This is an optimization exercise on Yosys and OpenROAD, whose aim is small area, not a production implementation.
In this exercise RTL edits were held to simulation tests only and were not proved equivalent to the original.
Power figures rest on the tool's default switching activity, not on a simulated workload.

// riscv_cpu
module riscv_cpu (
    input         clk, reset,
    output [31:0] PC,
    input  [31:0] Instr,
    output        MemWrite,
    output [31:0] Mem_WrAddr, Mem_WrData,
    input  [31:0] ReadData,
    output [31:0] Result
);
wire b2 = Instr[2], b3 = Instr[3], b4 = Instr[4], b5 = Instr[5], b6 = Instr[6];
wire [2:0] f3 = Instr[14:12];
wire isJ    = b6 & b3;               
wire isJR   = b6 & b2 & ~b3;         
wire isBr   = b6 & ~b2;              
wire isU    = ~b6 & b2;              
wire isAUI  = isU & ~b5;
wire isSt   = ~b6 & ~b4 & b5;        
wire isAlu  = ~b6 & b4 & ~b2;        
wire isOp   = isAlu & b5;            
assign MemWrite = isSt;
wire regWrite = ~(isBr | isSt);
reg [31:1] pcq;
assign PC = {pcq, 1'b0};
wire [4:0] rs1 = Instr[19:15], rs2 = Instr[24:20], rd = Instr[11:7];
wire [31:1] sel1, sel2, we, nwe;
genvar g;
wire [3:0] a_lo_n, b_lo_n, d_lo, d_lo_n;
wire [7:0] a_hi_n, b_hi_n, d_hi, d_hi_n;
generate for (g = 0; g < 4; g = g + 1) begin : plo
    assign a_lo_n[g] = ~(rs1[1:0] == g);
    assign b_lo_n[g] = ~(rs2[1:0] == g);
    assign d_lo[g]   = (rd[1:0] == g);
    assign d_lo_n[g] = ~d_lo[g];
end endgenerate
generate for (g = 0; g < 8; g = g + 1) begin : phi
    assign a_hi_n[g] = ~(rs1[4:2] == g);
    assign b_hi_n[g] = ~(rs2[4:2] == g);
    assign d_hi[g]   = (rd[4:2] == g) & regWrite;
    assign d_hi_n[g] = ~d_hi[g];
end endgenerate
generate for (g = 1; g < 32; g = g + 1) begin : dec
    k_nor2  s1 (.a(a_lo_n[g%4]), .b(a_hi_n[g/4]), .y(sel1[g]));
    k_nor2  s2 (.a(b_lo_n[g%4]), .b(b_hi_n[g/4]), .y(sel2[g]));
    k_nor2  w  (.a(d_lo_n[g%4]), .b(d_hi_n[g/4]), .y(we[g]));
    k_nand2 nw (.a(d_lo[g%4]),   .b(d_hi[g/4]),   .y(nwe[g]));
end endgenerate
wire [31:0] r1, r2;
wire [31:0] wd;
reg_file rf (.clk(clk), .we(we), .nwe(nwe), .wd(wd), .sel1(sel1), .sel2(sel2), .rd1(r1), .rd2(r2));
wire i31 = Instr[31];
reg [31:0] imm;
always @(*) begin
  ...
clock: 12.0 ns
lec_check: 0
cap_margin: 10
core_margin: 2
core_utilization: 55
gpl_timing_driven: 0
setup_slack_margin: 0.4
slew_margin: 10
synth_hierarchical: 1
synth_minimum_keep_size: 0
standard.sh (not shown) runs the stock make flow with config.mk's settings and CLKGATE_MAP_FILE= SYNTH_SCRIPT=/design/flow/synth_recipe.tcl, a recipe that flattens the netlist after the stock synthesis.
==> flow/flow/run.sh <==
#!/bin/bash
# Layout flow: the standard flow (standard.sh) with the standard synthesis
# unchanged; after synthesis two changes:
#  - placement, CTS and routing may not use buffers or inverters larger than
#    size 4, nor the delay cells, so port and repair buffers are small cells;
#  - CTS inserts no dummy loads.
# Each make run's full output goes to its own log here; ORFS's own logs are
# under orfs/logs.
set -euo pipefail
cd "$(dirname "$0")/.."
PLATFORM_DONT_USE=$(sed -n '/export DONT_USE_CELLS/,/[^\\]$/p' "$FLOW_HOME/platforms/$FLOW_PLATFORM/config.mk" \
  | grep -o 'sky130_fd_sc_hd__[A-Za-z0-9_]*' | tr '\n' ' ')
EXTRA=""
for c in buf_6 buf_8 buf_12 buf_16 bufbuf_8 bufbuf_16 bufinv_8 bufinv_16 \
         inv_6 inv_8 inv_12 inv_16 clkinv_8 clkinv_16 clkinvlp_4 clkbuf_16 \
         clkdlybuf4s15_1 clkdlybuf4s15_2 clkdlybuf4s18_1 clkdlybuf4s18_2 \
         clkdlybuf4s25_1 clkdlybuf4s25_2 clkdlybuf4s50_1 clkdlybuf4s50_2 dlygate4sd1_1 dlygate4sd2_1 \
         dlygate4sd3_1 dlymetal6s2s_1 dlymetal6s4s_1 dlymetal6s6s_1; do
  EXTRA="$EXTRA sky130_fd_sc_hd__$c"
done
CTS="-sink_clustering_enable -repair_clock_nets -sink_clustering_size 16 -sink_clustering_max_diameter 80"
CTS="$CTS -buf_list sky130_fd_sc_hd__clkbuf_8 -dont_use_dummy_load"
# 1. the standard synthesis, unchanged
bash standard.sh synth > synth.log 2>&1
# 2. the rest of the standard flow with the changes above
bash standard.sh "DONT_USE_CELLS=$PLATFORM_DONT_USE $EXTRA" "CTS_ARGS=$CTS" finish > layout.log 2>&1
The starting point finished clean.
Rerun with:
--- a/flow/flow/run.sh
+++ b/flow/flow/run.sh
@@ -21 +21 @@
-CTS="-sink_clustering_enable -repair_clock_nets -sink_clustering_size 16 -sink_clustering_max_diameter 80"
+CTS="-sink_clustering_enable -repair_clock_nets -sink_clustering_size 18 -sink_clustering_max_diameter 80"
Settings changed: SETUP_SLACK_MARGIN 0.4 to 0.15.
Synthesized area does not change. Hold slack improved by 0.0099 ns. Die area is unchanged. Wire length hardly moves. Via count stays flat. Cell area is lower by 0.41%. Sequential power hardly moves. Clock power is lower by about 5%. Final cell count is lower by 0.38%.
Rerun with:
--- a/flow/flow/run.sh
+++ b/flow/flow/run.sh
@@ -21 +21 @@
-CTS="-sink_clustering_enable -repair_clock_nets -sink_clustering_size 18 -sink_clustering_max_diameter 80"
+CTS="-sink_clustering_enable -repair_clock_nets -sink_clustering_size 16 -sink_clustering_max_diameter 80"
Settings changed: CAP_MARGIN 10 to 0, SETUP_SLACK_MARGIN 0.15 to 0.5, SLEW_MARGIN 10 to 0.
The changed run produced a layout that fails on capacitance limit, slew limit.
Worst hold slack gets worse by 0.0081 ns.
Global-route usage increases by 0.19 points.
Core utilization came out lower by 0.12 points.
Rerun with:
Settings changed: CAP_MARGIN 0 to 20, CORE_UTILIZATION 55 to 50, SLEW_MARGIN 0 to 20.
Effect: Now the flow finished clean. Area after synthesis stays the same. Final cell count went up by a few percent. Worst hold slack gains 0.0039 ns. Final area is higher slightly.

## static timing again, ports no longer ideal
No port has a modelled driver above. Below, the same layouts with a new extraction and two added sets of constraints.
Step 1 assumes that a clkbuf_16 drives the clock port and a buf_2 every other input.
Step 2 times the ports against the registers' clock, not the clock port: input delays grow and output delays shrink by t, the midpoint of the rising clock arrivals with the driver on.
Three values: no drivers, after step 1, after step 2; two values: the first two.
run	t (ns)	slack for setup (ns)	worst hold slack (ns)	clock arrival spread, ns	worst slew at a driven data input, ns
the first run	0.797	0.537 / 0.370 / 0.370	0.513 / 0.513 / 0.513	0.089 / 0.089	0.21
the second run	0.768	0.214 / 0.036 / 0.036	0.523 / 0.523 / 0.523	0.110 / 0.110	0.22
the third run	0.802	0.538 / 0.425 / 0.425	0.515 / 0.515 / 0.515	0.099 / 0.098	0.24
the fourth run	0.844	0.640 / 0.460 / 0.460	0.519 / 0.519 / 0.519	0.100 / 0.100	0.23
The setup slack of the fourth run, which loses most, moves by -0.180 ns with the drivers and by -0.180 ns with both steps.
